This design comes from an exercise in tuning for a short achievable clock period and few clock cycles on the open sky130 flow, not from production work.
In this exercise RTL edits were held to simulation tests only and were not proved equivalent to the original.
The flow treats the clock pin as an ideal source, which a real chip does not have.
Power is estimated from default activity; no workload was simulated.

==> flow/standard.sh <==
#!/bin/bash
# synth_recipe.tcl (not shown) runs the flow's synth.tcl, then flattens the netlist and writes it again
# the make line also repeats each setting of config.mk as NAME=value (left out here)
make -C /OpenROAD-flow-scripts/flow DESIGN_CONFIG=/design/flow/config.mk WORK_HOME=/design/flow/orfs CLKGATE_MAP_FILE= SYNTH_SCRIPT=/design/flow/synth_recipe.tcl "${@:-finish}"
==> flow/flow/run.sh <==
#!/bin/bash
# The standard layout with these changes (clock period and constraints unchanged):
# - the resizer may change a cell's footprint, and ports get buf_6 buffers
#   instead of the weak clkdlybuf4s50_1;
# - slow 3- and 4-input OR/AND/NOR gates and the adder cells are kept from
#   the cell mapping (adders are left to abc as plain gates);
# - after clock tree synthesis, the tree's root buffer is split into four
#   buffers on the clock port (split_root.tcl), each driving a quarter of the
#   root's loads: every register's clock arrives earlier by the same amount.
#   Global routing's timing repair then works on the new tree.
set -euo pipefail
BASE_DU="sky130_fd_sc_hd__probe_p_8 sky130_fd_sc_hd__probec_p_8 sky130_fd_sc_hd__lpflow_bleeder_1 sky130_fd_sc_hd__lpflow_clkbufkapwr_1 sky130_fd_sc_hd__lpflow_clkbufkapwr_16 sky130_fd_sc_hd__lpflow_clkbufkapwr_2 sky130_fd_sc_hd__lpflow_clkbufkapwr_4 sky130_fd_sc_hd__lpflow_clkbufkapwr_8 sky130_fd_sc_hd__lpflow_clkinvkapwr_1 sky130_fd_sc_hd__lpflow_clkinvkapwr_16 sky130_fd_sc_hd__lpflow_clkinvkapwr_2 sky130_fd_sc_hd__lpflow_clkinvkapwr_4 sky130_fd_sc_hd__lpflow_clkinvkapwr_8 sky130_fd_sc_hd__lpflow_decapkapwr_12 sky130_fd_sc_hd__lpflow_decapkapwr_3 sky130_fd_sc_hd__lpflow_decapkapwr_4 sky130_fd_sc_hd__lpflow_decapkapwr_6 sky130_fd_sc_hd__lpflow_decapkapwr_8 sky130_fd_sc_hd__lpflow_inputiso0n_1 sky130_fd_sc_hd__lpflow_inputiso0p_1 sky130_fd_sc_hd__lpflow_inputiso1n_1 sky130_fd_sc_hd__lpflow_inputiso1p_1 sky130_fd_sc_hd__lpflow_inputisolatch_1 sky130_fd_sc_hd__lpflow_isobufsrc_1 sky130_fd_sc_hd__lpflow_isobufsrc_16 sky130_fd_sc_hd__lpflow_isobufsrc_2 sky130_fd_sc_hd__lpflow_isobufsrc_4 sky130_fd_sc_hd__lpflow_isobufsrc_8 sky130_fd_sc_hd__lpflow_isobufsrckapwr_16 sky130_fd_sc_hd__lpflow_lsbuf_lh_hl_isowell_tap_1 sky130_fd_sc_hd__lpflow_lsbuf_lh_hl_isowell_tap_2 sky130_fd_sc_hd__lpflow_lsbuf_lh_hl_isowell_tap_4 sky130_fd_sc_hd__lpflow_lsbuf_lh_isowell_4 sky130_fd_sc_hd__lpflow_lsbuf_lh_isowell_tap_1 sky130_fd_sc_hd__lpflow_lsbuf_lh_isowell_tap_2 sky130_fd_sc_hd__lpflow_lsbuf_lh_isowell_tap_4"
EXTRA_DU="sky130_fd_sc_hd__or4_* sky130_fd_sc_hd__or4b_* sky130_fd_sc_hd__or4bb_* sky130_fd_sc_hd__or3_* sky130_fd_sc_hd__or3b_* sky130_fd_sc_hd__and4_* sky130_fd_sc_hd__and4b_* sky130_fd_sc_hd__and4bb_* sky130_fd_sc_hd__nor4_* sky130_fd_sc_hd__nor4b_* sky130_fd_sc_hd__nor4bb_* sky130_fd_sc_hd__a2111o_* sky130_fd_sc_hd__a2111oi_* sky130_fd_sc_hd__o2111a_* sky130_fd_sc_hd__o2111ai_* sky130_fd_sc_hd__fa_* sky130_fd_sc_hd__ha_* sky130_fd_sc_hd__maj3_*"
R=orfs/results/sky130hd/mips_cpu/base
bash standard.sh SETUP_SLACK_MARGIN=8.55 MATCH_CELL_FOOTPRINT=0 \
    "BUFFER_PORTS_ARGS=-buffer_cell sky130_fd_sc_hd__buf_6" \
    "DONT_USE_CELLS=$BASE_DU $EXTRA_DU" cts > standard_cts.log 2>&1
IN_ODB=$R/4_cts.odb OUT_ODB=$R/4_cts_split.odb openroad -exit -no_init flow/split_root.tcl > split_root.log 2>&1
mv $R/4_cts_split.odb $R/4_cts.odb
bash standard.sh SETUP_SLACK_MARGIN=8.55 MATCH_CELL_FOOTPRINT=0 \
    "BUFFER_PORTS_ARGS=-buffer_cell sky130_fd_sc_hd__buf_6" \
    "DONT_USE_CELLS=$BASE_DU $EXTRA_DU" finish > standard.log 2>&1
==> flow/design.v <==
`timescale 1ns / 1ps
module Control(
    input  [31:0] ins,
    output reg       RegWE,      
    output reg       RegDst,     
    output reg       ALUsrcB,    
    output reg [9:0] Sel,
    output reg       MemReg,     
    output reg       MemWE,      
    output reg       branch,     
    output reg       jr,
    output reg       jal,
    output reg       useRs,
    output reg       useRt
    );
    wire [5:0] op = ins[31:26];
    wire [5:0] fn = ins[5:0];
    always @(*) begin
        RegWE = 0; RegDst = 0; ALUsrcB = 0; Sel = 0; MemReg = 0; MemWE = 0;
        branch = 0; jr = 0; jal = 0; useRs = 0; useRt = 0;
        case (op)
            6'b000000: begin
                case (fn)
                    6'b100000: begin RegWE = 1; RegDst = 1; useRs = 1; useRt = 1; Sel[0] = 1; end
                    6'b100010: begin RegWE = 1; RegDst = 1; useRs = 1; useRt = 1; Sel[1] = 1; end
                    6'b100100: begin RegWE = 1; RegDst = 1; useRs = 1; useRt = 1; Sel[2] = 1; end
                    6'b100101: begin RegWE = 1; RegDst = 1; useRs = 1; useRt = 1; Sel[3] = 1; end
                    6'b100110: begin RegWE = 1; RegDst = 1; useRs = 1; useRt = 1; Sel[4] = 1; end
                    6'b100111: begin RegWE = 1; RegDst = 1; useRs = 1; useRt = 1; Sel[5] = 1; end
                    6'b000000: begin RegWE = 1; RegDst = 1; useRt = 1; Sel[6] = 1; end
                    6'b000010: begin RegWE = 1; RegDst = 1; useRt = 1; Sel[7] = 1; end
                    6'b000011: begin RegWE = 1; RegDst = 1; useRt = 1; Sel[8] = 1; end
                    6'b001000: begin jr = 1; useRs = 1; end
                    default: ;
                endcase
            end
            6'b001000: begin RegWE = 1; ALUsrcB = 1; useRs = 1; Sel[0] = 1; end  
            6'b001100: begin RegWE = 1; ALUsrcB = 1; useRs = 1; Sel[2] = 1; end  
            6'b001101: begin RegWE = 1; ALUsrcB = 1; useRs = 1; Sel[3] = 1; end  
            6'b001110: begin RegWE = 1; ALUsrcB = 1; useRs = 1; Sel[4] = 1; end  
            6'b100011: begin RegWE = 1; ALUsrcB = 1; useRs = 1; MemReg = 1; Sel[0] = 1; end  
            6'b101011: begin ALUsrcB = 1; useRs = 1; useRt = 1; MemWE = 1; Sel[0] = 1; end  
            6'b000100: begin branch = 1; useRs = 1; useRt = 1; end  
            6'b000011: begin RegWE = 1; jal = 1; Sel[9] = 1; end  
            default: ;
        endcase
    end
endmodule
`timescale 1ns / 1ps
module SignExtend(
    input[15:0] imm,
    output [31:0] SignImm
);
    assign SignImm[15:0] = imm[15:0];
    assign SignImm[31:16] = {16{imm[15]}};
endmodule
`timescale 1ns / 1ps
module PC(
    input  [31:0] ins,           
    input  [3:0]  pc4hi,         
    input         redir,         
    input  [31:0] redirTgt,
    input  [31:0] ra,            
    input  [31:0] pc4, pc8, pc12, pc16,    
    output [31:0] next,          
    output        jal,           
    output        bs             
    );
    wire [31:0] jt = {pc4hi, ins[25:0], 2'b00};
    PCDecode dec(.ins(ins), .jal(jal), .bs(bs));
    genvar k;
    generate
        for (k = 0; k < 4; k = k + 1) begin : s
            PCSlice sl(
                .ins(ins), .jt(jt[8*k+7:8*k]), .ra(ra[8*k+7:8*k]),
                .p4(pc4[8*k+7:8*k]), .p8(pc8[8*k+7:8*k]), .p12(pc12[8*k+7:8*k]), .p16(pc16[8*k+7:8*k]),
                .redir(redir), .redirTgt(redirTgt[8*k+7:8*k]), .next(next[8*k+7:8*k])
            );
        end
    endgenerate
endmodule
module PCDecode(
    input  [31:0] ins,
    output        jal,
    output        bs
    );
    wire jF = ~ins[31] & ~ins[29] & ins[27];
    assign jal = jF & ins[26];
    assign bs  = ins[28] & ~ins[29] & (ins[25:21] == ins[20:16]) & (ins[15:2] == 14'd0);
endmodule
module PCSlice(
    input  [31:0] ins,
    input  [7:0]  jt, ra, p4, p8, p12, p16,
    input         redir,
    input  [7:0]  redirTgt,
    output [7:0]  next
    );
    wire jF  = ~ins[31] & ~ins[29] & ins[27];                           
    wire jrF = ~ins[31] & ~ins[29] & ~ins[28] & ~ins[27] & ins[3];      
    wire bs  = ins[28] & ~ins[29] & (ins[25:21] == ins[20:16]) & (ins[15:2] == 14'd0);
    wire [7:0] bt = ins[1] ? (ins[0] ? p16 : p12) : (ins[0] ? p8 : p4);
    wire [7:0] fj = jF ? jt : (jrF ? ra : (bs ? bt : p4));
    assign next = redir ? redirTgt : fj;
endmodule
`timescale 1ns / 1ps
module RegisterFile(
    input           clk,
    input           RegWre,      
    input [31:1]    Sel1,        
    input [31:1]    Sel2,        
    input [4:0]     WriteReg,
    input [31:0]    WriteData,
    input           reset,       
    output[31:0]    ReadData1,
    output[31:0]    ReadData2
    );
    reg [31:0] register[31:1];
    reg [31:1] valid;
    wire [31:1] s1 = Sel1 & valid;
    wire [31:1] s2 = Sel2 & valid;
    reg [31:0] r1, r2;
    integer i;
    always @(*) begin
        r1 = 32'd0;
        r2 = 32'd0;
        for (i = 1; i < 32; i = i + 1) begin
            r1 = r1 | (register[i] & {32{s1[i]}});
            r2 = r2 | (register[i] & {32{s2[i]}});
        end
    end
    assign ReadData1 = r1;
    assign ReadData2 = r2;
    always @(posedge clk or posedge reset)
        if (reset) valid <= 31'd0;
        else if (RegWre && WriteReg != 5'b0) valid[WriteReg] <= 1'b1;
    always @(posedge clk)
        if (RegWre && WriteReg != 5'b0)
            register[WriteReg] <= WriteData;
endmodule
`timescale 1ns / 1ps
module ALU(
    input  [9:0]  Sel,
    input  [31:0] A,
    input  [31:0] B,
    input  [4:0]  C,               
    input  [31:0] Link,            
    output [31:0] result
    );
    wire [31:0] sum, diff, other;
    Adder add(.A(A), .B(B),  .CI(1'b0), .S(sum));
    Adder sub(.A(A), .B(~B), .CI(1'b1), .S(diff));
    ALUMisc misc(.Sel(Sel[9:2]), .A(A), .B(B), .C(C), .Link(Link), .result(other));
    ALUSel fin(.selAdd(Sel[0]), .selSub(Sel[1]), .sum(sum), .diff(diff), .other(other), .result(result));
endmodule
module ALUMisc(
    input  [9:2]  Sel,
    input  [31:0] A,
    input  [31:0] B,
    input  [4:0]  C,
    input  [31:0] Link,
    output [31:0] result
    );
    wire [31:0] sl  = B << C;
    wire [31:0] sr  = B >> C;
    wire [31:0] sra = $signed(B) >>> C;
    assign result = ({32{Sel[2]}} & (A & B))
                  | ({32{Sel[3]}} & (A | B))
                  | ({32{Sel[4]}} & (A ^ B))
                  | ({32{Sel[5]}} & ~(A | B))
                  | ({32{Sel[6]}} & sl)
                  | ({32{Sel[7]}} & sr)
                  | ({32{Sel[8]}} & sra)
                  | ({32{Sel[9]}} & Link);
endmodule
module ALUSel(
    input         selAdd,
    input         selSub,
    input  [31:0] sum,
    input  [31:0] diff,
    input  [31:0] other,
    output [31:0] result
    );
    assign result = ({32{selAdd}} & sum) | ({32{selSub}} & diff) | other;
endmodule
module Adder(
    input  [31:0] A,
    input  [31:0] B,
    input         CI,
    output [31:0] S
    );
    wire [31:0] g [0:5];
    wire [31:0] p [0:5];
    assign g[0] = (A & B) | {31'd0, (A[0] ^ B[0]) & CI};
    assign p[0] = A ^ B;
    genvar l, i;
    generate
        for (l = 0; l < 5; l = l + 1) begin : lvl
            for (i = 0; i < 32; i = i + 1) begin : b
                if (i >= (1 << l)) begin : m
                    assign g[l+1][i] = g[l][i] | (p[l][i] & g[l][i - (1 << l)]);
                    assign p[l+1][i] = p[l][i] & p[l][i - (1 << l)];
                end else begin : k
                    assign g[l+1][i] = g[l][i];
                    assign p[l+1][i] = p[l][i];
                end
            end
        end
    endgenerate
    assign S = p[0] ^ {g[5][30:0], CI};
endmodule
`timescale 1ns / 1ps
module mips_cpu(
    input         clk,
    input         rst,
    output [31:0] imem_addr,
    input  [31:0] imem_rdata,
    output [31:0] dmem_addr,
    output [31:0] dmem_wdata,
    output        dmem_we,
    input  [31:0] dmem_rdata
    );
    reg  [31:0] pcF;
    reg  [31:0] pcO;             
    reg  [31:0] raF;             
    reg         vD;
    reg  [31:0] insD;
    reg  [31:0] pc4D;
    reg  [31:0] aE, bE, sE;      
    reg  [9:0]  selE;            
    reg  [4:0]  shE;
    reg         weE, loadE, storeE, beqE, jrE;
    reg  [4:0]  rdE;
    reg  [31:0] pc4E, tgtE;
    reg         weM, loadM, storeM;
    reg  [4:0]  rdM;
    reg  [31:0] resM, sdM;       
    reg  [31:0] resMi;           
    reg         weW;
    reg  [4:0]  rdW;
    reg  [31:0] resW;
    wire [31:0] insF = imem_rdata;
    wire [31:0] pc4F = pcF + 32'd4;
    wire [4:0]  rsD = insD[25:21];
    wire [4:0]  rtD = insD[20:16];
    wire [31:0] immD;
    wire        regWeD, regDstD, useImmD, loadD, storeD, beqD, jrD, jalD, useRsD, useRtD;
    wire [9:0]  selD;
    Control ctrl(
        .ins(insD),
        .RegWE(regWeD), .RegDst(regDstD), .ALUsrcB(useImmD), .Sel(selD),
        .MemReg(loadD), .MemWE(storeD), .branch(beqD), .jr(jrD), .jal(jalD),
        .useRs(useRsD), .useRt(useRtD)
    );
    SignExtend se(.imm(insD[15:0]), .SignImm(immD));
    wire [4:0]  rdD = jalD ? 5'd31 : (regDstD ? insD[15:11] : rtD);
    wire        weD = regWeD & (rdD != 5'd0);
    reg  [31:1] ohA, ohB;        
    wire [31:0] rfA, rfB;
    RegisterFile rf(
        .clk(clk), .reset(rst),
        .Sel1(ohA), .Sel2(ohB),
        .RegWre(weW), .WriteReg(rdW), .WriteData(resW),
        .ReadData1(rfA), .ReadData2(rfB)
    );
    reg  hitAE, hitBE, hitAM, hitBM, hitAW, hitBW, luA, luB;
    wire [31:0] resMW = loadM ? dmem_rdata : resMi;
    wire [31:0] aD = hitAM ? resMW : (hitAW ? resW : rfA);
    wire [31:0] bD = hitBM ? resMW : (hitBW ? resW : rfB);
    wire loadUse = (useRsD && luA) || (useRtD && luB);
    wire hazD    = vD && loadUse;    
    wire [31:0] tgtD  = pc4D + {immD[29:0], 2'b00};
    wire [31:0] opA = aE;
    wire [31:0] opB = bE;
    wire [31:0] opS = sE;
    wire [31:0] aluR;
    ALU alu(.Sel(selE), .A(opA), .B(opB), .C(shE), .Link(pc4E), .result(aluR));
    wire        eqE    = (opA == opB);
    wire        redirE = (beqE & eqE) | (jrE & ~eqE);
    wire        fzD    = vD & beqD & ~tkD & ~loadE & (selE[0] | selE[1])
                       & ((hitAE & (rtD == 5'd0)) | (hitBE & (rsD == 5'd0)));
    wire        sumZ   = ((opA ^ opB) == {opA[30:0] | opB[30:0], 1'b0});
    wire        fzTake = fzD & (selE[0] ? sumZ : eqE);
    wire        redirD = fzTake;
    reg         rstF;            
    always @(posedge clk or posedge rst)
        if (rst) rstF <= 1'b1;
        else     rstF <= 1'b0;
    wire        pcRedir = redirD | redirE | rstF | hazD;      
    wire [31:0] pcOther = rstF ? 32'd0 : (redirE ? (jrE ? opA : tgtE) : (hazD ? pcF : tgtD));
    wire [31:0] pcNext;
    wire        jalF, bsF;
    PC pc(
        .ins(insF), .pc4hi(pc4F[31:28]), .redir(pcRedir), .redirTgt(pcOther), .ra(raF),
        .pc4(pc4F), .pc8(pcF + 32'd8), .pc12(pcF + 32'd12), .pc16(pcF + 32'd16),
        .next(pcNext), .jal(jalF), .bs(bsF)
    );
    reg         tkD;         
    always @(posedge clk or posedge rst)
        if (rst) pcF <= 32'd0;
        else     pcF <= pcNext;
    always @(posedge clk)
        pcO <= pcNext;
    always @(posedge clk)
        if (jalF) raF <= pc4F;
    always @(posedge clk or posedge rst)
        if (rst) vD <= 1'b0;
        else vD <= ~(redirE | redirD | rstF);      
    always @(posedge clk)
    begin
        if (!hazD) begin
            insD <= insF;
            tkD  <= bsF;
            pc4D <= pc4F;
        end
    end
    wire goE = vD & ~hazD & ~redirE;
    wire [4:0] rsF = hazD ? rsD : insF[25:21];
    wire [4:0] rtF = hazD ? rtD : insF[20:16];
    wire       weN = goE & weD;          
    integer    r;
    always @(posedge clk) begin
        hitAE <= weN & (rdD == rsF);
        hitBE <= weN & (rdD == rtF);
        luA   <= weN & loadD & (rdD == rsF);
        luB   <= weN & loadD & (rdD == rtF);
        hitAM <= weE & (rdE == rsF);
        hitBM <= weE & (rdE == rtF);
        hitAW <= weM & (rdM == rsF);
        hitBW <= weM & (rdM == rtF);
        for (r = 1; r < 32; r = r + 1) begin
            ohA[r] <= (rsF == r);
            ohB[r] <= (rtF == r);
        end
    end
    wire [31:0] aNext, bNext, sNext;
    LateMux fa(.sel(hitAE),        .late(aluR), .early(aD), .out(aNext));
    LateMux fb(.sel(hitBE & regB), .late(aluR), .early(useImmD ? immD : (jrD ? pcF : bD)), .out(bNext));   
    LateMux fs(.sel(hitBE),        .late(aluR), .early(bD), .out(sNext));
    wire regB = ~useImmD & ~jrD;     
    always @(posedge clk or posedge rst)
        if (rst) begin
            weE <= 1'b0; loadE <= 1'b0; storeE <= 1'b0; beqE <= 1'b0; jrE <= 1'b0;
        end else begin
            weE    <= goE & weD;
            loadE  <= goE & loadD;
            storeE <= goE & storeD;
            beqE   <= goE & beqD & ~tkD & ~fzD;
            jrE    <= goE & jrD;
        end
    always @(posedge clk) begin
        aE <= aNext;
        bE <= bNext;
        sE <= sNext;
        selE <= selD;
        shE <= insD[10:6];
        rdE <= rdD;
        pc4E <= pc4D;
        tgtE <= tgtD;
    end
    always @(posedge clk or posedge rst)
        if (rst) begin
            weM <= 1'b0; loadM <= 1'b0;
        end else begin
            weM <= weE; loadM <= loadE;
        end
    always @(posedge clk or posedge rst)
        if (rst) resMi <= 32'd0;
        else     resMi <= aluR;
    always @(posedge clk)
        storeM <= storeE;
    always @(posedge clk) begin
        rdM <= rdE;
        resM <= aluR;
        sdM <= opS;
    end
    assign imem_addr  = pcO;
    assign dmem_addr  = resM;
    assign dmem_wdata = sdM;
    assign dmem_we    = storeM;
    always @(posedge clk or posedge rst)
        if (rst) weW <= 1'b0;
        else     weW <= weM;
    always @(posedge clk) begin
        rdW  <= rdM;
        resW <= resMW;
    end
endmodule
module LateMux(
    input         sel,
    input  [31:0] late,
    input  [31:0] early,
    output [31:0] out
    );
    assign out = sel ? late : early;
endmodule
==> flow/config.mk <==
export PLATFORM = sky130hd
export DESIGN_NAME = mips_cpu
export DESIGN_NICKNAME = mips_cpu
export VERILOG_FILES = /design/flow/design.v
export SDC_FILE = /design/flow/constraint.sdc
export NUM_CORES = 4
export LEC_CHECK = 0
export ABC_CLOCK_PERIOD_IN_PS = 1000
export CAP_MARGIN = 20
export CORE_MARGIN = 2
export CORE_UTILIZATION = 35
export PLACE_DENSITY = 0.55
export SLEW_MARGIN = 20
export SYNTH_HIERARCHICAL = 1
==> flow/constraint.sdc <==
create_clock -name core_clock -period 12.0 [get_ports {clk}]
set_input_delay 2.4000 -clock core_clock [delete_from_list [all_inputs] [get_ports {clk}]]
set_output_delay 2.4000 -clock core_clock [all_outputs]
set_load 0.01 [all_outputs]
==> flow/flow/split_root.tcl <==
set P $::env(FLOW_HOME)/platforms/sky130hd
read_lef $P/lef/sky130_fd_sc_hd.tlef
read_lef $P/lef/sky130_fd_sc_hd_merged.lef
read_liberty $P/lib/sky130_fd_sc_hd__tt_025C_1v80.lib
read_db $::env(IN_ODB)
set block [ord::get_db_block]
set clkport [$block findBTerm clk]
set clknet [$clkport getNet]
set iterms [$clknet getITerms]
puts "clk net loads: [llength $iterms]"
set root [[lindex $iterms 0] getInst]
set rootmaster [[$root getMaster] getName]
puts "root [$root getName] $rootmaster"
set outnet ""
foreach it [$root getITerms] {
  if {[$it isOutputSignal]} { set outnet [$it getNet] }
}
set loads {}
foreach it [$outnet getITerms] {
  if {[$it isInputSignal]} { lappend loads $it }
}
puts "root loads: [llength $loads]"
# sort loads by angle around the root location into 4 groups (quadrants)
set rb [$root getBBox]
set rx [expr {([$rb xMin]+[$rb xMax])/2}]
set ry [expr {([$rb yMin]+[$rb yMax])/2}]
set items {}
foreach it $loads {
  set b [[$it getInst] getBBox]
  set x [expr {([$b xMin]+[$b xMax])/2 - $rx}]
  set y [expr {([$b yMin]+[$b yMax])/2 - $ry}]
  lappend items [list [expr {atan2($y,$x)}] $it $x $y]
}
set items [lsort -real -index 0 $items]
set n [llength $items]
set ngroups 4
set master [[ord::get_db] findMaster $rootmaster]
for {set g 1} {$g < $ngroups} {incr g} {
  set lo [expr {$g * $n / $ngroups}]
  set hi [expr {($g + 1) * $n / $ngroups}]
  set name "clkbuf_0_clk_split$g"
  set inst [odb::dbInst_create $block $master $name]
  set net [odb::dbNet_create $block "clknet_0_clk_split$g"]
  $net setSigType CLOCK
  [$inst findITerm A] connect $clknet
  [$inst findITerm X] connect $net
  set sx 0; set sy 0
  for {set i $lo} {$i < $hi} {incr i} {
    set it [lindex [lindex $items $i] 1]
    $it disconnect
    $it connect $net
    set sx [expr {$sx + [lindex [lindex $items $i] 2]}]
    set sy [expr {$sy + [lindex [lindex $items $i] 3]}]
  }
  set k [expr {$hi - $lo}]
  # place a third of the way from the root towards the group's centroid
  set px [expr {int($rx + $sx / $k / 3)}]
  set py [expr {int($ry + $sy / $k / 3)}]
  $inst setLocation $px $py
  $inst setPlacementStatus PLACED
  puts "$name drives $k loads at $px $py"
}
# the original root keeps group 0
set k [expr {$n / $ngroups}]
puts "root keeps $k loads"
detailed_placement
check_placement
write_db $::env(OUT_ODB)
==> flow_summary.yaml, run 1 <==
status:
  status: "complete, no violations"
pwr:
  p_seq_share_pct: 44.2
  power.leakage_nw: 33.3
  pwr-share-comb_pct: 19.0
  p_clk_share_pct: 36.8
  p_sw_share_pct: 31.9
  cellInternalPower_mw: 10.6
  vdd_drop_max_mv: 0.132
  powerDensity_nw_per_um2: 160
  switching_power_mw: 4.97
grt:
  antenna_found_initial: 49
  grt_pass1_wl_um: 632000
  grt_max_degree: 69
  track_usage_pct: 38.8
  grt_overflow: 0
  grt_pass1_vias: 69900
worst_hold_path:
  holdCritPathClass: "reg2reg"
critical_path:
  path_common_cell: "buf_4"
  cp_slowest_stage_delay_ns: 0.70
  cp_cell_sequence: "buf_4 -> and2_2 -> buf_4 -> a22o_1 -> nor3_1 -> nand4b_1 -> mux2i_1 -> o21ai_1 -> mux2_4"
  start_kind: "flip-flop"
  cp_top_family: "buffers and inverters"
  cp.arrival_ns: 4.36
  worstPathMaxFanout: 18
  cp_slowest_cell: "buf_4"
  required_ns: 12.58
  critPathBufInv: 2
  end_kind: "flip-flop"
  worstSetupPathType: "reg2reg"
synthesis:
  syn_inst: 7431
  synth_edf_count: 1089
  yosys_most_used_dff: "edfxtp_1"
  synth_warnings: 10
  yosysSeqAreaShare_pct: 52.3
  syn_area_per_cell_um2: 11.1
  synth_area_um2: 82300
  synth-seq-cells: 1581
  async_flop_share_pct: 6.64
  synth_cell_types: 106
sta:
  finalCritPeriodShare_pct: 31.4
  final_hold_viol_count: 0
  setup_viol: 0
  slew-limit-headroom_pct: 9.14
  fmax_mhz: 265
  finalClockSkew_ns: 0.136
  slew_viol_final: 0
  rsz0062_at_grt: "true"
  fin_setup_tns_ns: 0
  worst_pin_slew_ns: 1.36
  period_needed_ns: 3.77
layout:
  fin_nets: 7681
  top_register: "rf.register"
  area_growth_pct: 17.9
  fin_cells: 11000
  largest_register_ff_count: 992
  drive_gt1_share_pct: 21.7
clock_network:
  clk_pin_slew_ns: 0.06
  cts_root_buf: "clkbuf_16"
  cts.sinks: 1581
  cts_max_path_buffers: 3
  numCtsBuffers: 175
  cts_tree: "yes"
  htreeDepth: 4
  clkLatencyLatePin_ns: 0.70
floorplan:
  start_util_pct: 35.1
  io_pins: 163
  core_um2: 235000
  die-area_um2: 239000
  die_y_um: 489
  die_w_um: 489
  rows: 178
route:
  ant_nets: 0
  totalWireLength_um: 484000
  num_vias: 77300
  via_per_inst: 7.05
  drt_first_pass_iters: 11
  drc_errors: 0
  wire_per_inst_um: 44.2
  drt-initial-drc-count: 15600
placement:
  portBuffers: 162
  gp_routability_congestion: 1.02
  dp.cells: 10500
  dp_hpwl_um: 301000
run:
  maxCapViolCount: 0
logic make-up (layout without fill, tap and decap cells):
group | after synthesis | after routing | synth area share [%]
AO/OA/AOI/OAI | 1790 | 1790 | 15.9
XOR/XNOR | 386 | 386 | 4.24
buffers and inverters | 660 | 986 | 4.63
flip-flops | 1581 | 1581 | 52.3
multiplexers | 426 | 426 | 6.87
other | 4 | 64 | 0.0182
AND/OR/NAND/NOR | 2584 | 2585 | 16.0
layout make-up:
cell class / count / area, um^2
antenna: 51 / 128
buffer: 3 / 75.1
clock buffer: 238 / 4880
clock inverter: 91 / 1100
fill: 22100 / 137000
inverter: 75 / 332
multi-input combinational: 5200 / 37500
sequential: 1581 / 43400
tap: 3150 / 3940
timing repair buffer: 577 / 5740
timing repair inverter: 2 / 16.3
layer usage:
| metal | global-route usage (%) | vias up | share of wire, % |
|---|---|---|---|
| li1 | - | 29000 | - |
| met1 | 46.3 | 38100 | 34 |
| met2 | 55.3 | 7777 | 41 |
| met3 | 15.4 | 2441 | 14 |
| met4 | 30.7 | 29 | 10 |
| met5 | 1.81 | - | 0.17 |
per-stage QoR:
stage	instance area [um^2]	power (mW)	util, %	setup slack, ns	hold WS (ns)
4_1_cts	95200	15.2	40.6	8.17	0.326
2_1_floorplan	82400	8.12	-	8.36	0.310
6_report	97000	15.5	41.4	8.23	0.326
3_3_place_gp	87100	9.51	37.2	6.94	0.314
3_5_place_dp	87200	9.51	37.2	7.18	0.312
5_1_grt	96900	15.8	41.3	8.43	0.331
Yosys stat by module (local to each module, per instance), excerpt:
| module | copies in the design | flops+latches |
|---|---|---|
| ALU | 1 | 0 |
| SignExtend | 1 | 0 |
| PCDecode | 1 | 0 |
| Adder | 2 | 0 |
| RegisterFile | 1 | 1023 |
| Control | 1 | 0 |
| mips_cpu | 1 | 558 |
| ALUMisc | 1 | 0 |
power groups by stage:
stage | sequential (mW) | combinational, mW | clock [mW]
after detailed placement | 6.95 | 2.56 | 0
final | 6.87 | 2.95 | 5.73
after global placement | 6.96 | 2.56 | 0
after CTS | 6.86 | 2.69 | 5.65
after global routing | 6.87 | 3.04 | 5.92
after floorplan | 6.59 | 1.53 | 0
worst paths after layout:
path | startpoint | end | slack (ns) | depth (start not counted)
min reg2reg | sE[15] | sdM[15] | 0.33 | 0
max in group asynchronous | rst | resMi[3] | 8.92 | 4
max | rf.valid[12] | aE[7] | 8.23 | 9
min in group asynchronous | rst | rf.valid[13] | 1.87 | 3
min | sE[15] | sdM[15] | 0.33 | 0
max reg2reg | rf.valid[12] | aE[7] | 8.23 | 9
placed cells by master (no fill, tap or decap), types with 120 or more instances in the layout:
cell type,Yosys,routed
buf_4,45,320
nand4_1,309,309
nor3_1,188,171
o21ai_0,228,193
nand3_1,622,621
a21oi_1,251,244
dfxtp_1,387,251
edfxtp_1,1089,1089
a22oi_1,455,452
clkbuf_16,0,191
nor2_1,512,480
a22o_1,259,259
nand2_1,501,496
xnor2_1,215,191
mux2i_1,205,183
xor2_1,156,120
buf_6,106,208
synth_stat cells (all sizes together), types with 51 or more instances:
master,n,area [um^2]
nand2,503,1890
nand4,310,1950
inv,71,267
and3,62,388
clkbuf,260,980
and2,103,674
o31ai,55,558
mux2i,205,2050
a21oi,251,1260
nor2,517,1960
o21ai,255,1280
a22oi,455,3420
a22o,259,2270
nand4bb,51,574
mux4,69,1550
xnor2,215,1880
nor3,215,1220
a211oi,65,526
buf,325,2550
dfxtp,387,7750
a31oi,55,344
o211ai,52,390
mux2,152,2050
nand3,625,3140
or2,67,422
edfxtp,1089,32700
dfrtp,104,2600
xor2,171,1610
what timing repair did:
item                                    in CTS  in global routing
hold buffers                                 0                  0
cloned                                       8                  6
gates resized for setup                    424                207
setup buffers                               45                 72
endpoints found under the setup margin     403                266
pin swaps                                   20                 57
Testbench counts, summed over its fixed seeds: cycles 97,327.
==> run 2, diff against run 1 <==
--- a/flow/design.v
+++ b/flow/design.v
@@ -112,12 +112,19 @@
     input [31:0]    WriteData,
     input           reset,       
     output[31:0]    ReadData1,
-    output[31:0]    ReadData2
+    output[31:0]    ReadData2,
+    output[31:1]    ValidNext
     );
     reg [31:0] register[31:1];
     reg [31:1] valid;
-    wire [31:1] s1 = Sel1 & valid;
-    wire [31:1] s2 = Sel2 & valid;
+    wire [31:1] s1 = Sel1;
+    wire [31:1] s2 = Sel2;
+    genvar g;
+    generate
+        for (g = 1; g < 32; g = g + 1) begin : vn
+            assign ValidNext[g] = valid[g] | (RegWre && WriteReg == g);
+        end
+    endgenerate
     reg [31:0] r1, r2;
     integer i;
     always @(*) begin
@@ -255,12 +262,13 @@
     wire [4:0]  rdD = jalD ? 5'd31 : (regDstD ? insD[15:11] : rtD);
     wire        weD = regWeD & (rdD != 5'd0);
     reg  [31:1] ohA, ohB;        
+    wire [31:1] rfValidN;
     wire [31:0] rfA, rfB;
     RegisterFile rf(
         .clk(clk), .reset(rst),
         .Sel1(ohA), .Sel2(ohB),
         .RegWre(weW), .WriteReg(rdW), .WriteData(resW),
-        .ReadData1(rfA), .ReadData2(rfB)
+        .ReadData1(rfA), .ReadData2(rfB), .ValidNext(rfValidN)
     );
     reg  hitAE, hitBE, hitAM, hitBM, hitAW, hitBW, luA, luB;
     wire [31:0] resMW = loadM ? dmem_rdata : resMi;
@@ -328,8 +336,8 @@
         hitAW <= weM & (rdM == rsF);
         hitBW <= weM & (rdM == rtF);
         for (r = 1; r < 32; r = r + 1) begin
-            ohA[r] <= (rsF == r);
-            ohB[r] <= (rtF == r);
+            ohA[r] <= (rsF == r) & rfValidN[r];
+            ohB[r] <= (rtF == r) & rfValidN[r];
         end
     end
     wire [31:0] aNext, bNext, sNext;
==> flow_summary.yaml, run 2 <==
critical_path:
  r2r-start: "ohB[8]"
  worstSetupPathType: "reg2reg"
  cp.arrival_ns: 4.16
  cp_top_family: "compound AO/OA/AOI/OAI gates"
  cp_slowest_cell: "dfxtp_2"
  r2r_end: "bE[26]"
  cp_slowest_stage_delay_ns: 0.82
  required_ns: 12.57
  cp_cell_sequence: "buf_4 -> a22o_1 -> a221oi_2 -> and3_1 -> nand4_1 -> mux2i_1 -> o21ai_0 -> mux2i_1 -> o21ai_0 -> mux2_4"
  end_kind: "flip-flop"
  reg2regPathDepth: 10
  worstPathMaxFanout: 20
  ff2ff_setup_slack_ns: 8.41
  critPathBufInv: 1
  start_kind: "flip-flop"
clock_network:
  clkLatencyLatePin_ns: 0.68
  hold_buffers: 0
  htreeDepth: 4
  cts_root_buf: "clkbuf_16"
  clk_pin_slew_ns: 0.06
  cts_max_path_buffers: 3
  numCtsBuffers: 167
  cts_tree: "yes"
  cts.sinks: 1581
sta:
  worst_pin_slew_ns: 1.21
  final_hold_viol_count: 0
  finalCritPeriodShare_pct: 29.9
  period_needed_ns: 3.59
  slew_viol_final: 0
  fmax_mhz: 279
  rsz0062_at_grt: "true"
  slew-limit-headroom_pct: 19.2
  setup_slack_ns: 8.41
  setup_viol: 0
  fin_setup_tns_ns: 0
  finalClockSkew_ns: 0.122
grt:
  grt_max_degree: 69
  track_usage_pct: 34.3
  use_met1_pct: 42.5
  grt_overflow: 0
  use_met2_pct: 50.9
  grt_pass1_vias: 65100
  grt_busiest_layer: "met2"
  met3_usage_pct: 10.8
  grt_pass1_wl_um: 553000
  antenna_found_initial: 21
route:
  totalWireLength_um: 414000
  ant_nets: 0
  via_per_inst: 6.90
  drc_errors: 0
  drt_first_pass_iters: 8
  drt-initial-drc-count: 13300
  num_vias: 69800
  wire_per_inst_um: 41.0
synthesis:
  synth_area_leader_cell: "edfxtp_1"
  synth_area_um2: 79900
  yosysSeqAreaShare_pct: 53.9
  synth_cell_types: 109
  synth_top_family_by_area: "compound AO/OA/AOI/OAI gates"
  synth_xor_area_share_pct: 4.38
  synth_mux_area_share_pct: 7.14
  synthTopCellsByCount: "1,089 x edfxtp_1, 690 x a22oi_1, 507 x nor2_1, 418 x nand2_1, 387 x dfxtp_1"
  synth_edf_count: 1089
  synth-seq-cells: 1581
  synth_warnings: 10
  yosys_most_used_dff: "edfxtp_1"
  async_flop_share_pct: 6.64
  yosys.area_share.simple_pct: 11.3
  synth_top_area_share_pct: 40.9
  syn_inst: 6878
  yosysMostFrequentCell: "edfxtp_1"
  synth_compound_area_share_pct: 19.4
  synth-adder-area-share_pct: 0
  syn_area_per_cell_um2: 11.6
  synth_area_leaders: "edfxtp_1 41%, dfxtp_1 9.7%, a22oi_1 6.5%"
worst_hold_path:
  hp-start: "sE[23]"
  holdCritPathClass: "reg2reg"
  min_to: "sdM[23]"
  worstHoldPathCells: 0
floorplan:
  rows: 175
  die_w_um: 482
  start_util_pct: 35.2
  io_pins: 163
  die_y_um: 482
  die-area_um2: 232000
  core_um2: 227000
layout:
  fill_cells: 21400
  largest_register_ff_count: 992
  final_common_cell: "edfxtp_1"
  drive_gt1_share_pct: 20.9
  final_cell_mix: "1,089 x edfxtp_1, 687 x a22oi_1, 485 x nor2_1"
  area_growth_pct: 16.1
  fin_nets: 7020
  top_register: "rf.register"
pwr:
  powerDensity_nw_per_um2: 161
  power.leakage_nw: 31.5
  vdd_drop_max_mv: 0.113
  p_total_mw: 14.9
placement:
  portBuffers: 162
  dp_hpwl_um: 246000
  gp_routability_congestion: 1.01
  place_ws_ns: 7.21
run:
  maxCapViolCount: 0
status:
  status: "complete, no violations"
## run 2: cell types whose count changed in the layout (fill, tap and decap cells not counted), moves of 81 or more
cell / before / now
a22o_1: 259 / 131
nor3_1: 171 / 64
buf_4: 320 / 186
and3_1: 59 / 174
nand3_1: 621 / 104
a22oi_1: 452 / 687
nand2_1: 496 / 415
a221oi_1: 12 / 107
## run 2: timing repair
item | CTS | global route
hold endpoints to repair | 0 | 0
gates cloned | 3 | 5
setup endpoints to repair | 434 | 283
pin swaps | 5 | 14
buffers inserted | 15 | 44
gates resized for setup | 296 | 139
## run 2: area by class of cell
class	count	area [um^2]	area share [%]
tap	3009	3760	4.06
timing repair inverter	1	11.3	0.0121
buffer	3	75.1	0.0810
sequential	1581	43500	46.9
antenna	13	32.5	0.0351
clock buffer	217	4610	4.97
inverter	72	327	0.352
multi-input combinational	4718	35100	37.8
clock inverter	97	1100	1.19
timing repair buffer	410	4230	4.56
## run 2: cells by family (layout without fill, tap and decap cells)
| family | Yosys count | count (layout) |
|---|---|---|
| other | 4 | 26 |
| and+or+nand+nor | 1827 | 1827 |
| DFF | 1581 | 1581 |
| buffers and inverters | 589 | 800 |
| xor gates and xnor gates | 384 | 384 |
| AOI/OAI and AO/OA | 2064 | 2064 |
| muxes | 429 | 430 |
## run 2: how the worst max path moves through the flow
stage	from	end	slack, ns	cells past startpoint
2_1_floorplan	imem_rdata[29]	raF[0]	8.36	1
3_3_place_gp	bE[13]	pcF[3]	7.17	12
3_5_place_dp	bE[10]	pcF[3]	7.21	12
4_1_cts	resM[3]	dmem_addr[3]	8.17	1
5_1_grt	pcO[27]	imem_addr[27]	8.43	1
6_report	ohB[8]	bE[26]	8.41	10
## run 2: where the power goes
part	leakage, nW	switching (mW)	internal [mW]
logic	14.0	1.56	0.978
registers	14.8	0.682	6.26
clock network	2.79	2.44	3.03
## run 2: routing by layer
| metal | vias up | share of wire (%) |
|---|---|---|
| li1 | 27100 | - |
| met1 | 34500 | 35 |
| met2 | 6467 | 42 |
| met3 | 1719 | 14 |
| met4 | 14 | 8.8 |
| met5 | - | 0.032 |
## run 2: metrics by stage
| step | hold slack, ns | utilization, % | std cells | cell area (um^2) |
|---|---|---|---|---|
| detailed placement | 0.314 | 37.2 | 9723 | 84600 |
| floorplan | 0.310 | - | 6887 | 80000 |
| finish | 0.325 | 40.8 | 10100 | 92700 |
| global placement | 0.312 | 37.2 | 9721 | 84600 |
| global route | 0.329 | 40.8 | 10100 | 92700 |
| CTS | 0.325 | 40.2 | 10100 | 91500 |
## run 2: per-module statistics from Yosys (local to each module, per instance)
module	area, um^2	cells inside	flops+latches	copies in the design
PCSlice	698	118	0	4
RegisterFile	42000	2607	1023	1
PC	3.75	1	0	1
ALU	128	34	0	1
SignExtend	240	32	0	1
Control	400	69	0	1
PCDecode	136	20	0	1
mips_cpu	21600	1986	558	1
ALUSel	389	38	0	1
LateMux	544	36	0	3
ALUMisc	5480	721	0	1
Adder	2560	395	0	2
Testbench counts of run 2, summed over its fixed seeds: cycles 97,327.
==> run 3, diff against run 2 <==
--- a/flow/design.v
+++ b/flow/design.v
@@ -106,8 +106,10 @@
 module RegisterFile(
     input           clk,
     input           RegWre,      
-    input [31:1]    Sel1,        
-    input [31:1]    Sel2,        
+    input [31:1]    Sel1L,       
+    input [31:1]    Sel1H,       
+    input [31:1]    Sel2L,       
+    input [31:1]    Sel2H,
     input [4:0]     WriteReg,
     input [31:0]    WriteData,
     input           reset,       
@@ -117,8 +119,6 @@
     );
     reg [31:0] register[31:1];
     reg [31:1] valid;
-    wire [31:1] s1 = Sel1;
-    wire [31:1] s2 = Sel2;
     genvar g;
     generate
         for (g = 1; g < 32; g = g + 1) begin : vn
@@ -131,8 +131,8 @@
         r1 = 32'd0;
         r2 = 32'd0;
         for (i = 1; i < 32; i = i + 1) begin
-            r1 = r1 | (register[i] & {32{s1[i]}});
-            r2 = r2 | (register[i] & {32{s2[i]}});
+            r1 = r1 | (register[i] & {{16{Sel1H[i]}}, {16{Sel1L[i]}}});
+            r2 = r2 | (register[i] & {{16{Sel2H[i]}}, {16{Sel2L[i]}}});
         end
     end
     assign ReadData1 = r1;
@@ -144,6 +144,14 @@
         if (RegWre && WriteReg != 5'b0)
             register[WriteReg] <= WriteData;
 endmodule
+module SelReg(
+    input             clk,
+    input      [31:1] d,
+    output reg [31:1] q
+    );
+    always @(posedge clk)
+        q <= d;
+endmodule
 `timescale 1ns / 1ps
 module ALU(
     input  [9:0]  Sel,
@@ -262,11 +270,16 @@
     wire [4:0]  rdD = jalD ? 5'd31 : (regDstD ? insD[15:11] : rtD);
     wire        weD = regWeD & (rdD != 5'd0);
     reg  [31:1] ohA, ohB;        
+    wire [31:1] ohAL, ohAH, ohBL, ohBH;
     wire [31:1] rfValidN;
+    SelReg selAL(.clk(clk), .d(ohA), .q(ohAL));
+    SelReg selAH(.clk(clk), .d(ohA), .q(ohAH));
+    SelReg selBL(.clk(clk), .d(ohB), .q(ohBL));
+    SelReg selBH(.clk(clk), .d(ohB), .q(ohBH));
     wire [31:0] rfA, rfB;
     RegisterFile rf(
         .clk(clk), .reset(rst),
-        .Sel1(ohA), .Sel2(ohB),
+        .Sel1L(ohAL), .Sel1H(ohAH), .Sel2L(ohBL), .Sel2H(ohBH),
         .RegWre(weW), .WriteReg(rdW), .WriteData(resW),
         .ReadData1(rfA), .ReadData2(rfB), .ValidNext(rfValidN)
     );
@@ -326,6 +339,11 @@
     wire [4:0] rtF = hazD ? rtD : insF[20:16];
     wire       weN = goE & weD;          
     integer    r;
+    always @(*)
+        for (r = 1; r < 32; r = r + 1) begin
+            ohA[r] = (rsF == r) & rfValidN[r];
+            ohB[r] = (rtF == r) & rfValidN[r];
+        end
     always @(posedge clk) begin
         hitAE <= weN & (rdD == rsF);
         hitBE <= weN & (rdD == rtF);
@@ -335,10 +353,6 @@
         hitBM <= weE & (rdE == rtF);
         hitAW <= weM & (rdM == rsF);
         hitBW <= weM & (rdM == rtF);
-        for (r = 1; r < 32; r = r + 1) begin
-            ohA[r] <= (rsF == r) & rfValidN[r];
-            ohB[r] <= (rtF == r) & rfValidN[r];
-        end
     end
     wire [31:0] aNext, bNext, sNext;
     LateMux fa(.sel(hitAE),        .late(aluR), .early(aD), .out(aNext));
==> flow_summary.yaml, run 3 <==
placement:
  gp_routability_congestion: 1.02
  dp_hpwl_um: 248000
  portBuffers: 162
grt:
  grt_overflow: 0
  grt_pass1_vias: 65400
  grt_pass1_wl_um: 548000
  grt_max_degree: 78
  antenna_found_initial: 16
  track_usage_pct: 33.1
run:
  maxCapViolCount: 0
floorplan:
  io_pins: 163
  start_util_pct: 35.2
  die_y_um: 485
  die_w_um: 485
  die-area_um2: 236000
  core_um2: 230000
  rows: 176
synthesis:
  synth_xor_area_share_pct: 4.37
  synth_cell_types: 112
  synth_area_leaders: "edfxtp_1 40%, dfxtp_1 11%, a22oi_1 6.4%"
  synth_edf_count: 1089
  yosys_most_used_dff: "edfxtp_1"
  synth_mux_area_share_pct: 7.01
  async_flop_share_pct: 6.39
  synth_warnings: 11
  yosys.area_share.simple_pct: 11.2
  synth-seq-cells: 1643
  synth_top_area_share_pct: 40.3
  synth_area_leader_cell: "edfxtp_1"
  synth_top_family_by_area: "compound AO/OA/AOI/OAI gates"
  syn_area_per_cell_um2: 11.6
  synthTopCellsByCount: "1,089 x edfxtp_1, 689 x a22oi_1, 488 x nor2_1, 449 x dfxtp_1, 432 x nand2_1"
  syn_inst: 7006
  synth_area_um2: 81100
  synth-adder-area-share_pct: 0
  yosysSeqAreaShare_pct: 54.7
  synth_compound_area_share_pct: 18.8
  yosysMostFrequentCell: "edfxtp_1"
layout:
  top_register: "rf.register"
  final_cell_mix: "1,089 x edfxtp_1, 687 x a22oi_1, 458 x nor2_1"
  largest_register_ff_count: 992
  drive_gt1_share_pct: 21.3
  final_common_cell: "edfxtp_1"
  fill_cells: 21400
  fin_nets: 7148
  area_growth_pct: 16.4
critical_path:
  cp_cell_sequence: "buf_6"
  start_kind: "flip-flop"
  end_kind: "primary output"
  cp.arrival_ns: 1.20
  cp_slowest_stage_delay_ns: 0.42
  required_ns: 9.60
  cp_slowest_cell: "dfxtp_4"
  worstSetupPathType: "reg2out"
  worstPathMaxFanout: 1
  cp_top_family: "flip-flops"
  critPathBufInv: 1
clock_network:
  cts_tree: "yes"
  htreeDepth: 4
  hold_buffers: 0
  cts_root_buf: "clkbuf_16"
  clkLatencyLatePin_ns: 0.65
  cts_max_path_buffers: 3
  clk_pin_slew_ns: 0.06
  cts.sinks: 1643
  numCtsBuffers: 174
pwr:
  switching_power_mw: 4.55
  pwr-share-comb_pct: 16.5
  power.leakage_nw: 32.4
  p_sw_share_pct: 29.7
  p_total_mw: 15.3
  p_clk_share_pct: 37.4
  vdd_drop_max_mv: 0.112
  p_seq_share_pct: 46.1
  cellInternalPower_mw: 10.8
  powerDensity_nw_per_um2: 162
route:
  ant_nets: 0
  wire_per_inst_um: 39.9
  drt-initial-drc-count: 14100
  via_per_inst: 6.87
  num_vias: 70500
  totalWireLength_um: 410000
  drc_errors: 0
  drt_first_pass_iters: 13
sta:
  fin_setup_tns_ns: 0
  finalCritPeriodShare_pct: 30.0
  slew-limit-headroom_pct: 17.6
  rsz0062_at_grt: "true"
  setup_viol: 0
  worst_pin_slew_ns: 1.23
  fmax_mhz: 277
  finalClockSkew_ns: 0.0952
  period_needed_ns: 3.60
  slew_viol_final: 0
  final_hold_viol_count: 0
status:
  status: "complete, no violations"
worst_hold_path:
  holdCritPathClass: "reg2reg"
[run 3: cell types whose count changed after synthesis, moves of 7 or more]
| cell | previous run | this run |
|---|---|---|
| a221oi_1 | 110 | 140 |
| a221oi_2 | 34 | 3 |
| buf_1 | 44 | 28 |
| buf_2 | 97 | 192 |
| buf_6 | 45 | 18 |
| clkbuf_1 | 270 | 289 |
| dfxtp_1 | 387 | 449 |
| nand2_1 | 418 | 432 |
| nand3_1 | 105 | 98 |
| nand4_1 | 256 | 263 |
| nor2_1 | 507 | 488 |
| nor3_1 | 81 | 92 |
| or2_2 | 82 | 90 |
| xor2_1 | 159 | 152 |
[run 3: cells by family after synthesis]
family	count (synthesis)
compound gates	2058
simple gates	1836
flops	1643
buf+inv	651
mux	428
xor+xnor	386
other cells	4
[run 3: stage by stage]
stage                     setup slack [ns]  cells  instance area (um^2)  hold slack [ns]  utilization (%)
after CTS                             8.14  10200                 93000            0.326             40.4
final                                 8.40  10300                 94400            0.326             41.0
after floorplan                       8.36   7015                 81200            0.310                -
after detailed placement              7.41   9843                 86000            0.312             37.4
after global routing                  8.42  10300                 94300            0.330             41.0
after global placement                7.35   9842                 85900            0.313             37.3
[run 3: Yosys stat by module (local to each module, per instance), a selection]
module	times used	flops+latches
LateMux	3	0
mips_cpu	1	496
PCDecode	1	0
ALUSel	1	0
ALUMisc	1	0
PCSlice	4	0
PC	1	0
SelReg	4	31
ALU	1	0
Control	1	0
RegisterFile	1	1023
SignExtend	1	0
[run 3: repair_timing]
action,4_1_cts,5_1_grt
resized for setup,270,137
endpoints found under the setup margin,501,296
setup buffers,21,55
pin swaps,10,25
cloned,2,7
[run 3: final cells by class]
| cell class | count | area (um^2) | area share, % |
|---|---|---|---|
| clock buffers | 240 | 4840 | 5.13 |
| clock inverters | 89 | 1100 | 1.16 |
| inverters | 70 | 308 | 0.326 |
| repair buffers | 467 | 4580 | 4.85 |
| repair inverters | 1 | 11.3 | 0.0119 |
| well taps | 3026 | 3790 | 4.01 |
| flip-flops and latches | 1643 | 44700 | 47.4 |
| plain buffers | 3 | 75.1 | 0.0796 |
| multi-input cells | 4722 | 35000 | 37.1 |
| diodes | 8 | 20.0 | 0.0212 |
[run 3: worst paths after layout]
check / startpoint / endpoint / slack (ns) / cells after the start
worst max-delay path: resM[19] / dmem_addr[19] / 8.40 / 1
worst min-delay path: sE[9] / sdM[9] / 0.33 / 0
worst max register to register: selBL.q[6] / bE[15] / 8.44 / 10
worst min register to register: sE[9] / sdM[9] / 0.33 / 0
max in group asynchronous: rst / jrE / 8.84 / 4
min in group asynchronous: rst / rf.valid[17] / 1.92 / 3
[run 3: layer usage]
metal / wire [um] / up-vias / track usage (%)
met5: 380 / - / 0.490
met4: 36900 / 27 / 22.8
met3: 58000 / 1902 / 12.0
met2: 170000 / 6617 / 48.2
met1: 145000 / 34600 / 40.7
li1: - / 27400 / -
[run 3: power groups by stage]
stage          clock network (mW)  logic [mW]  registers (mW)
2_1_floorplan                   0        1.51            6.79
3_3_place_gp                    0        2.29            7.15
3_5_place_dp                    0        2.30            7.15
4_1_cts                      5.68        2.38            7.04
5_1_grt                      5.97        2.65            7.07
6_report                     5.72        2.53            7.06
[run 3: worst register-to-register path, stage by stage, from the launching register on]
cell,delay [ns]
dfxtp_1,0.73
buf_4,0.41
a22o_1,0.22
a221oi_1,0.05
and3_1,0.20
nand4_1,0.39
mux2i_1,0.13
o21ai_0,0.87
mux2i_1,0.15
o21ai_0,0.20
mux2_4,0.17
Testbench counts of run 3, summed over its fixed seeds: cycles 97,327.

## what the ideal ports hide
In the flow no input, the clock included, has a driving cell. The finished layouts below were timed again as built, in two steps.
Step 1 (the two cells are an assumption about what drives the block):
set clk [get_ports {clk}]
set_driving_cell -lib_cell sky130_fd_sc_hd__clkbuf_16 $clk
set_driving_cell -lib_cell sky130_fd_sc_hd__buf_2 [delete_from_list [all_inputs] $clk]
Step 2 adds t to the input delays and takes it off the output delays; t is the mean of the earliest and latest rising clock arrival at the registers after step 1. Input paths then give back, and output paths get back, about the clock's delay inside the block.
Slacks: ideal ports / drivers / drivers and shift; pairs: ideal ports / drivers.
run | shift t [ns] | setup slack, ns | worst setup path after step 2 | pins driven straight from the clock port
run 1 | 0.763 | 8.227 / 8.227 / 7.893 | input to register | 4
run 2 | 0.761 | 8.412 / 8.300 / 7.887 | input to register | 4
run 3 | 0.734 | 8.396 / 8.266 / 7.795 | input to register | 4
After both steps setup and hold are still met in every run listed. For run 3, which loses most, drivers alone change the setup slack by -0.130 ns; drivers and shift together by -0.601 ns.
